What follows belongs to an exercise in optimizing a design on an open flow for small area; a production flow would make more cautious choices.
The RTL was checked by simulation tests, not by an equivalence proof against the original design.
The clock port is modelled as an ideal driver; clocking choices that lean on that would not hold on a real chip.
No activity file was given, so power comes from the tool's default toggle rates.

== the reference run ==
==> flow/design.v <==
module fifo_rdec (
    input rst, rd,
    input [3:0] a,
    output [15:0] sel,
    output hold
);
    wire g;
    wire [3:0] an, lo_n, hi_n;
    fifo_nor2b g_g (.a(rst), .b_n(rd), .y(g));
    fifo_nor2  g_h (.a(rd), .b(rst), .y(hold));
    genvar k;
    generate for (k = 0; k < 4; k = k + 1) begin : inv
        fifo_inv g_i (.a(a[k]), .y(an[k]));
    end endgenerate
    generate for (k = 0; k < 4; k = k + 1) begin : pre
        fifo_nand3 g_lo (.a(g), .b(k & 1 ? a[0] : an[0]), .c(k & 2 ? a[1] : an[1]), .y(lo_n[k]));
        fifo_nand2 g_hi (.a(k & 1 ? a[2] : an[2]), .b(k & 2 ? a[3] : an[3]), .y(hi_n[k]));
    end endgenerate
    generate for (k = 0; k < 16; k = k + 1) begin : fin
        fifo_nor2 g_s (.a(lo_n[k % 4]), .b(hi_n[k / 4]), .y(sel[k]));
    end endgenerate
endmodule
module fifo_nor2 (input a, b, output y);
    assign y = ~(a | b);
endmodule
module fifo_aoi222 (input a0, b0, a1, b1, a2, b2, output y);
    assign y = ~((a0 & b0) | (a1 & b1) | (a2 & b2));
endmodule
module fifo_nand6 (input [5:0] y, output x);
    wire c;
    fifo_and4  g_c (.a(y[0]), .b(y[1]), .c(y[2]), .d(y[3]), .y(c));
    fifo_nand3 g_x (.a(c), .b(y[4]), .c(y[5]), .y(x));
endmodule
module fifo_aoi22 (input a0, b0, a1, b1, output y);
    assign y = ~((a0 & b0) | (a1 & b1));
endmodule
module fifo_ctl (
    input rst, wr_en, rd_en,
    input [4:0] p,
    output full, empty, wr, rd,
    output [4:0] pn
);
    wire n4, up, dn, rst_n;
    wire a2, a3, a4, z2, z3, z4;
    wire [4:0] t, x;
    assign empty = p[4];
    fifo_nand4 g_n4 (.a(p[0]), .b(p[1]), .c(p[2]), .d(p[3]), .y(n4));
    fifo_nor2  g_fl (.a(n4), .b(p[4]), .y(full));
    fifo_nor2b g_wr (.a(full), .b_n(wr_en), .y(wr));
    fifo_nor2b g_rd (.a(p[4]), .b_n(rd_en), .y(rd));
    fifo_nor2b g_up (.a(rd), .b_n(wr), .y(up));
    fifo_nor2b g_dn (.a(wr), .b_n(rd), .y(dn));
    fifo_inv   g_rn (.a(rst), .y(rst_n));
    fifo_and2  g_a2 (.a(p[0]), .b(p[1]), .y(a2));
    fifo_and3  g_a3 (.a(p[0]), .b(p[1]), .c(p[2]), .y(a3));
    fifo_inv   g_a4 (.a(n4), .y(a4));
    fifo_nor2  g_z2 (.a(p[0]), .b(p[1]), .y(z2));
    fifo_nor3  g_z3 (.a(p[0]), .b(p[1]), .c(p[2]), .y(z3));
    fifo_nor4  g_z4 (.a(p[0]), .b(p[1]), .c(p[2]), .d(p[3]), .y(z4));
    fifo_or2   g_t0 (.a(up), .b(dn), .y(t[0]));
    fifo_mux2  g_t1 (.s(p[0]), .a1(up), .a0(dn), .y(t[1]));
    fifo_ao22  g_t2 (.a0(up), .b0(a2), .a1(dn), .b1(z2), .y(t[2]));
    fifo_ao22  g_t3 (.a0(up), .b0(a3), .a1(dn), .b1(z3), .y(t[3]));
    fifo_ao22  g_t4 (.a0(up), .b0(a4), .a1(dn), .b1(z4), .y(t[4]));
    genvar k;
    generate for (k = 0; k < 5; k = k + 1) begin : nx
        fifo_xnor2 g_x (.a(p[k]), .b(t[k]), .y(x[k]));
        fifo_nand2 g_n (.a(rst_n), .b(x[k]), .y(pn[k]));
    end endgenerate
endmodule
module fifo_inv   (input a, output y);             assign y = ~a;                endmodule
module fifo_nand2 (input a, b, output y);          assign y = ~(a & b);          endmodule
module fifo_nand4 (input a, b, c, d, output y);    assign y = ~(a & b & c & d);  endmodule
module fifo_nor2b (input a, b_n, output y);        assign y = ~(a | ~b_n);       endmodule
module fifo_nor3  (input a, b, c, output y);       assign y = ~(a | b | c);      endmodule
module fifo_nor4  (input a, b, c, d, output y);    assign y = ~(a | b | c | d);  endmodule
module fifo_and2  (input a, b, output y);          assign y = a & b;             endmodule
module fifo_and3  (input a, b, c, output y);       assign y = a & b & c;         endmodule
module fifo_or2   (input a, b, output y);          assign y = a | b;             endmodule
module fifo_xnor2 (input a, b, output y);          assign y = ~(a ^ b);          endmodule
module fifo_mux2  (input s, a1, a0, output y);     assign y = s ? a1 : a0;       endmodule
module fifo_ao22  (input a0, b0, a1, b1, output y); assign y = (a0 & b0) | (a1 & b1); endmodule
module fifo_nand3 (input a, b, c, output y);       assign y = ~(a & b & c);      endmodule
module fifo_and4  (input a, b, c, d, output y);    assign y = a & b & c & d;     endmodule
module sync_fifo #(parameter width=8, depth=16, addr_size=4)(
    input [width-1:0] data_in,
    input rst, clk, rd_en, wr_en,
    output fifo_full, fifo_empty,
    output [width-1:0] data_out
);
reg [4:0] p;
reg [7:0] ram [0:15];
reg [7:0] dout;
wire wr, rd;
wire [4:0] pn;
fifo_ctl u_ctl (.rst(rst), .wr_en(wr_en), .rd_en(rd_en), .p(p),
    .full(fifo_full), .empty(fifo_empty), .wr(wr), .rd(rd), .pn(pn));
assign data_out = dout;
always @(posedge clk)
    p <= pn;
integer i;
always @(posedge clk) begin
    if (wr) begin
        ram[0] <= data_in;
        for (i = 1; i < 16; i = i + 1)
            ram[i] <= ram[i-1];
    end
end
wire [15:0] sel;
wire hold;
fifo_rdec u_dec (.rst(rst), .rd(rd), .a(p[3:0]), .sel(sel), .hold(hold));
genvar b;
generate for (b = 0; b < 8; b = b + 1) begin : bitslice
    wire [5:0] y;
    fifo_aoi222 u0 (.a0(sel[0]),  .b0(ram[0][b]),  .a1(sel[1]),  .b1(ram[1][b]),  .a2(sel[2]),  .b2(ram[2][b]),  .y(y[0]));
    fifo_aoi222 u1 (.a0(sel[3]),  .b0(ram[3][b]),  .a1(sel[4]),  .b1(ram[4][b]),  .a2(sel[5]),  .b2(ram[5][b]),  .y(y[1]));
    fifo_aoi222 u2 (.a0(sel[6]),  .b0(ram[6][b]),  .a1(sel[7]),  .b1(ram[7][b]),  .a2(sel[8]),  .b2(ram[8][b]),  .y(y[2]));
    fifo_aoi222 u3 (.a0(sel[9]),  .b0(ram[9][b]),  .a1(sel[10]), .b1(ram[10][b]), .a2(sel[11]), .b2(ram[11][b]), .y(y[3]));
    fifo_aoi222 u4 (.a0(sel[12]), .b0(ram[12][b]), .a1(sel[13]), .b1(ram[13][b]), .a2(sel[14]), .b2(ram[14][b]), .y(y[4]));
    fifo_aoi22  u5 (.a0(sel[15]), .b0(ram[15][b]), .a1(hold), .b1(dout[b]), .y(y[5]));
    wire d;
    fifo_nand6  u6 (.y(y), .x(d));
    always @(posedge clk)
        dout[b] <= d;
end endgenerate
endmodule
clock: 4.0 ns
lec_check: 0
cap_margin: 0
core_margin: 2
core_utilization: 40
slew_margin: 0
synth_hierarchical: 1
standard.sh (not shown) runs the stock make flow with config.mk's settings and CLKGATE_MAP_FILE= SYNTH_SCRIPT=/design/flow/synth_recipe.tcl, a recipe that flattens the netlist after the stock synthesis.
==> flow/flow/run.sh <==
#!/bin/bash
# Standard ORFS layout, except: clock tree without dummy loads (they only
# balance skew between tree branches), and port buffers of the smallest size.
set -euo pipefail
export CTS_ARGS="-sink_clustering_enable -repair_clock_nets -dont_use_dummy_load -buf_list sky130_fd_sc_hd__clkbuf_4"
export BUFFER_PORTS_ARGS="-buffer_cell sky130_fd_sc_hd__buf_1"
export POST_FLOORPLAN_TCL="$PWD/flow/downsize.tcl"
export POST_CTS_TCL="$PWD/flow/postcts.tcl"
bash standard.sh finish > standard.log 2>&1
==> flow/flow/downsize.tcl <==
# After floorplan: every combinational cell that synthesis sized above drive
# strength 1 goes back to its _1 variant; the placement and routing repairs
# later upsize or buffer whatever then needs it for slew, load or timing.
set n 0
foreach inst [get_cells *] {
  set ref [get_property $inst ref_name]
  if { ![regexp {^(sky130_fd_sc_hd__[a-z0-9]+)_([0-9]+)$} $ref -> base drive] } { continue }
  if { $drive <= 1 } { continue }
  if { [regexp {__(df|dl|sdf|edf|sedf|clk|tap|fill|conb|dly|lpflow|probe)} $base] } { continue }
  if { [get_lib_cells -quiet */${base}_1] eq "" } { continue }
  replace_cell [get_full_name $inst] ${base}_1
  incr n
}
puts "downsize: $n cells set to drive strength 1"
==> flow/flow/postcts.tcl <==
# After CTS: a clkbuf_4 leaf whose sinks see a slow clock edge is swapped for
# a clkbuf_8, then the placement is legalised again.
estimate_parasitics -placement
set n 0
foreach inst [get_cells clkbuf_*] {
  if { [get_property $inst ref_name] ne "sky130_fd_sc_hd__clkbuf_4" } { continue }
  set net [get_nets -of_objects [get_pins [get_full_name $inst]/X]]
  set worst 0
  foreach l [get_pins -of_objects $net -filter "direction==input"] {
    set s [get_property $l slew_max]
    if { $s > $worst } { set worst $s }
  }
  if { $worst > 0.115 } {
    replace_cell $inst sky130_fd_sc_hd__clkbuf_8
    incr n
  }
}
puts "post-cts: upsized $n clock buffers"
if { $n > 0 } {
  detailed_placement
  estimate_parasitics -placement
}
The reference run finished all stages; the layout is clean.
### the reference run -> the trial run
Settings: CAP_MARGIN now 20, was 0; SLEW_MARGIN now 20, was 0.
Looking at the reference run and the trial run, the post-DP HPWL is a wash. Pre-CTS setup slack came out exactly the same in the reference run and the trial run. The area share of and/or/nand/nor cells after synthesis of the reference run and that of the trial run are within noise of each other. Between the reference run and the trial run, the difference in clock power is negligible. The critical path buffer and inverter count was comparable across the reference run and the trial run. Status: final worst-path setup slack parity (the reference run, the trial run). Comparing the trial run against the reference run, there is no change at all in global-route usage. Re number of input and output port buffers inserted: no difference whatsoever between the reference run and the trial run.

== build 10 ==
sync_fifo, a different RTL version from the one above (not shown whole).
Size: ~260 cells after synthesis, roughly 140 flip-flops, roughly 5000 µm² of cells after synthesis.
==> flow/design.v (excerpt) <==
module sync_fifo #(parameter width=8, depth=16, addr_size=4)(
    input [width-1:0] data_in,
    input rst, clk, rd_en, wr_en,
    output fifo_full, fifo_empty,
    output [width-1:0] data_out
);
reg [4:0] p;
reg [7:0] ram [0:15];
reg [7:0] dout;
wire wr, rd;
wire [4:0] pn;
fifo_ctl u_ctl (.rst(rst), .wr_en(wr_en), .rd_en(rd_en), .p(p),
    .full(fifo_full), .empty(fifo_empty), .wr(wr), .rd(rd), .pn(pn));
assign data_out = dout;
always @(posedge clk)
    p <= pn;
integer i;
always @(posedge clk) begin
    if (wr) begin
        ram[0] <= data_in;
        for (i = 1; i < 16; i = i + 1)
            ram[i] <= ram[i-1];
    end
end
wire [15:0] sel;
wire hold;
fifo_rdec u_dec (.rst(rst), .rd(rd), .a(p[3:0]), .sel(sel), .hold(hold));
genvar b;
generate for (b = 0; b < 8; b = b + 1) begin : bitslice
    wire [4:0] y;
    fifo_aoi222 u0 (.a0(sel[0]),  .b0(ram[0][b]),  .a1(sel[1]),  .b1(ram[1][b]),  .a2(sel[2]),  .b2(ram[2][b]),  .y(y[0]));
  ...
==> flow/config.mk <==
export PLATFORM = sky130hd
export DESIGN_NAME = sync_fifo
export DESIGN_NICKNAME = sync_fifo
export VERILOG_FILES = /design/flow/design.v
export SDC_FILE = /design/flow/constraint.sdc
export NUM_CORES = 4
export LEC_CHECK = 0
export CAP_MARGIN = 20
export CORE_MARGIN = 2
export CORE_UTILIZATION = 55
export SLEW_MARGIN = 20
export SYNTH_HIERARCHICAL = 1
==> flow/constraint.sdc <==
create_clock -name core_clock -period 4.0 [get_ports {clk}]
set_input_delay 0.8000 -clock core_clock [delete_from_list [all_inputs] [get_ports {clk}]]
set_output_delay 0.8000 -clock core_clock [all_outputs]
set_load 0.01 [all_outputs]
Scripts as last shown in full above: flow/flow/run.sh, flow/flow/downsize.tcl, flow/flow/postcts.tcl
diff inputs: build 10 => build 64
- CORE_UTILIZATION changed from 55 to 40
==> flow/flow/postcts.tcl <==
# After CTS: size each clkbuf_4 leaf of the clock tree to the smallest of
# clkbuf_2, clkbuf_4 and clkbuf_8 whose sinks still see a fast clock edge,
# then legalise the placement again.
proc leaf_worst_slew { inst } {
  set net [get_nets -of_objects [get_pins [get_full_name $inst]/X]]
  set worst 0
  foreach l [get_pins -of_objects $net -filter "direction==input"] {
    set s [get_property $l slew_max]
    if { $s > $worst } { set worst $s }
  }
  return $worst
}
estimate_parasitics -placement
set n 0
foreach inst [get_cells clkbuf_*] {
  if { [get_property $inst ref_name] ne "sky130_fd_sc_hd__clkbuf_4" } { continue }
  set name [get_full_name $inst]
  # only leaves: every load is a register clock pin
  set net [get_nets -of_objects [get_pins $name/X]]
  set leaf 1
  foreach l [get_pins -of_objects $net -filter "direction==input"] {
    if { [string match "sky130_fd_sc_hd__clkbuf*" [get_property [get_cells -of_objects $l] ref_name]] } { set leaf 0 }
  }
  if { !$leaf } { continue }
  set chosen sky130_fd_sc_hd__clkbuf_4
  foreach cell {sky130_fd_sc_hd__clkbuf_2 sky130_fd_sc_hd__clkbuf_4 sky130_fd_sc_hd__clkbuf_8} {
    replace_cell $name $cell
    set chosen $cell
    if { [leaf_worst_slew $inst] <= 0.110 } { break }
  }
  puts "post-cts: $name -> $chosen ([leaf_worst_slew $inst])"
  incr n
}
detailed_placement
estimate_parasitics -placement
## What came out
- Build 64: final period demand of the worst path is 0.11 ns lower than what build 10 reported.
- Going from build 10 to build 64, proportion of power drawn by flip-flops and latches now larger; number of cells on the critical path fell 6.
Modified inputs, build 68 compared to build 64
- changing CORE_UTILIZATION from 40 to 30
==> flow/flow/postcts.tcl <==
# After CTS: a clkbuf_4 leaf whose sinks see a slow clock edge is swapped for
# a clkbuf_8, then the placement is legalised again.
estimate_parasitics -placement
set n 0
foreach inst [get_cells clkbuf_*] {
  if { [get_property $inst ref_name] ne "sky130_fd_sc_hd__clkbuf_4" } { continue }
  set net [get_nets -of_objects [get_pins [get_full_name $inst]/X]]
  set worst 0
  foreach l [get_pins -of_objects $net -filter "direction==input"] {
    set s [get_property $l slew_max]
    if { $s > $worst } { set worst $s }
  }
  if { $worst > 0.115 } {
    replace_cell $inst sky130_fd_sc_hd__clkbuf_8
    incr n
  }
}
puts "post-cts: upsized $n clock buffers"
if { $n > 0 } {
  detailed_placement
  estimate_parasitics -placement
}
## What came out
- From build 64 to build 68 the numbers moved as follows: sequential cell power held steady, total routing usage reported by global routing saw a decrease, share of total power in sequential cells essentially unchanged.
Here is what was changed in the inputs of build 51 compared with build 68.
- CORE_UTILIZATION: 30 -> 40
-- flow/flow/run.sh --
<<< build 68, line 5
export CTS_ARGS="-sink_clustering_enable -repair_clock_nets -dont_use_dummy_load -buf_list sky130_fd_sc_hd__clkbuf_4"
>>> build 51, line 5
export CTS_ARGS="-sink_clustering_enable -repair_clock_nets -dont_use_dummy_load -sink_clustering_size 24 -sink_clustering_max_diameter 60 -sink_clustering_levels 1 -buf_list sky130_fd_sc_hd__clkbuf_8"
Findings:
The final layout from build 51, which completed every stage, passed the timing, design-rule and antenna checks at the end of the flow.
Total power divided by cell area in build 51 is about 5.5% above build 68.
Portion of total power attributed to the clock network | build 51 above build 68
First-pass GRT wire length delta (build 51 − build 68): favourable
Build 51 does worse than build 68 on normalized max-slew margin.
The final reports for build 51 and build 68 show actual transition at the worst max-transition pin higher in the former.
Diff build 68 -> build 51: fmax increased by about 2.4% relative to the old numbers; fill cell instance count of the final layout decreased by about 30% relative to the old numbers; total met2 wirelength after detailed routing increased by 1.1% relative to the old numbers; die area decreased by 4300 µm² relative to the old numbers.
[inputs] build 35 vs build 51
-- flow/flow/run.sh --
<<< build 51, line 5
export CTS_ARGS="-sink_clustering_enable -repair_clock_nets -dont_use_dummy_load -sink_clustering_size 24 -sink_clustering_max_diameter 60 -sink_clustering_levels 1 -buf_list sky130_fd_sc_hd__clkbuf_8"
>>> build 35, line 5
export CTS_ARGS="-sink_clustering_enable -repair_clock_nets -dont_use_dummy_load -buf_list sky130_fd_sc_hd__clkbuf_4"
==> summary.txt <==
- Build 35 vs build 51: met3 wire length up
- Re instance count on the critical path: no difference whatsoever between build 51 and build 35.
- Of build 51 and build 35, build 51 shows the lower via count, with build 35 above it.
- Across both runs, clock insertion delay at the later pin of the skew report was lower for build 35 than for build 51.
- Final worst setup slack delta for build 35 relative to build 51: 0.050 ns lower
- Diff build 51 -> build 35: area used by multi-input combinational logic did not really move, worst stage delay on the critical path went down, peak clock frequency supported by timing went down, die area did not really move, design internal power went down.
- Between build 51 and build 35, the difference in combinational power is negligible.

-- afterwards: timing with drivers on the ports --
The results above use ideal ports. As a check the final layouts listed here were re-extracted and re-timed, cells and wires unchanged.
Step 1, drivers: a clkbuf_16 drives clk and a buf_2 each remaining input, both assumed.
Step 2 times the ports against the registers' clock, not the clock port: input delays grow and output delays shrink by t, the midpoint of the rising clock arrivals with the driver on.
Slacks: ideal ports / drivers / drivers and shift; pairs: ideal ports / drivers.
run | t, ns | setup slack, ns | clock arrival spread, ns
the reference run | 0.424 | 1.516 / 1.527 / 1.103 | 0.034 / 0.034
the trial run | 0.424 | 1.516 / 1.527 / 1.103 | 0.034 / 0.034
build 10 | 0.412 | 1.442 / 1.447 / 1.035 | 0.030 / 0.030
build 64 | 0.530 | 1.548 / 1.514 / 1.082 | 0.033 / 0.033
build 68 | 0.412 | 1.488 / 1.494 / 1.082 | 0.040 / 0.040
build 51 | 0.459 | 1.548 / 1.560 / 1.102 | 0.022 / 0.021
build 35 | 0.420 | 1.498 / 1.507 / 1.087 | 0.026 / 0.027
After both steps setup and hold are still met in every run listed. The setup slack of build 64, which loses most, moves by -0.034 ns with the drivers and by -0.466 ns with both steps.
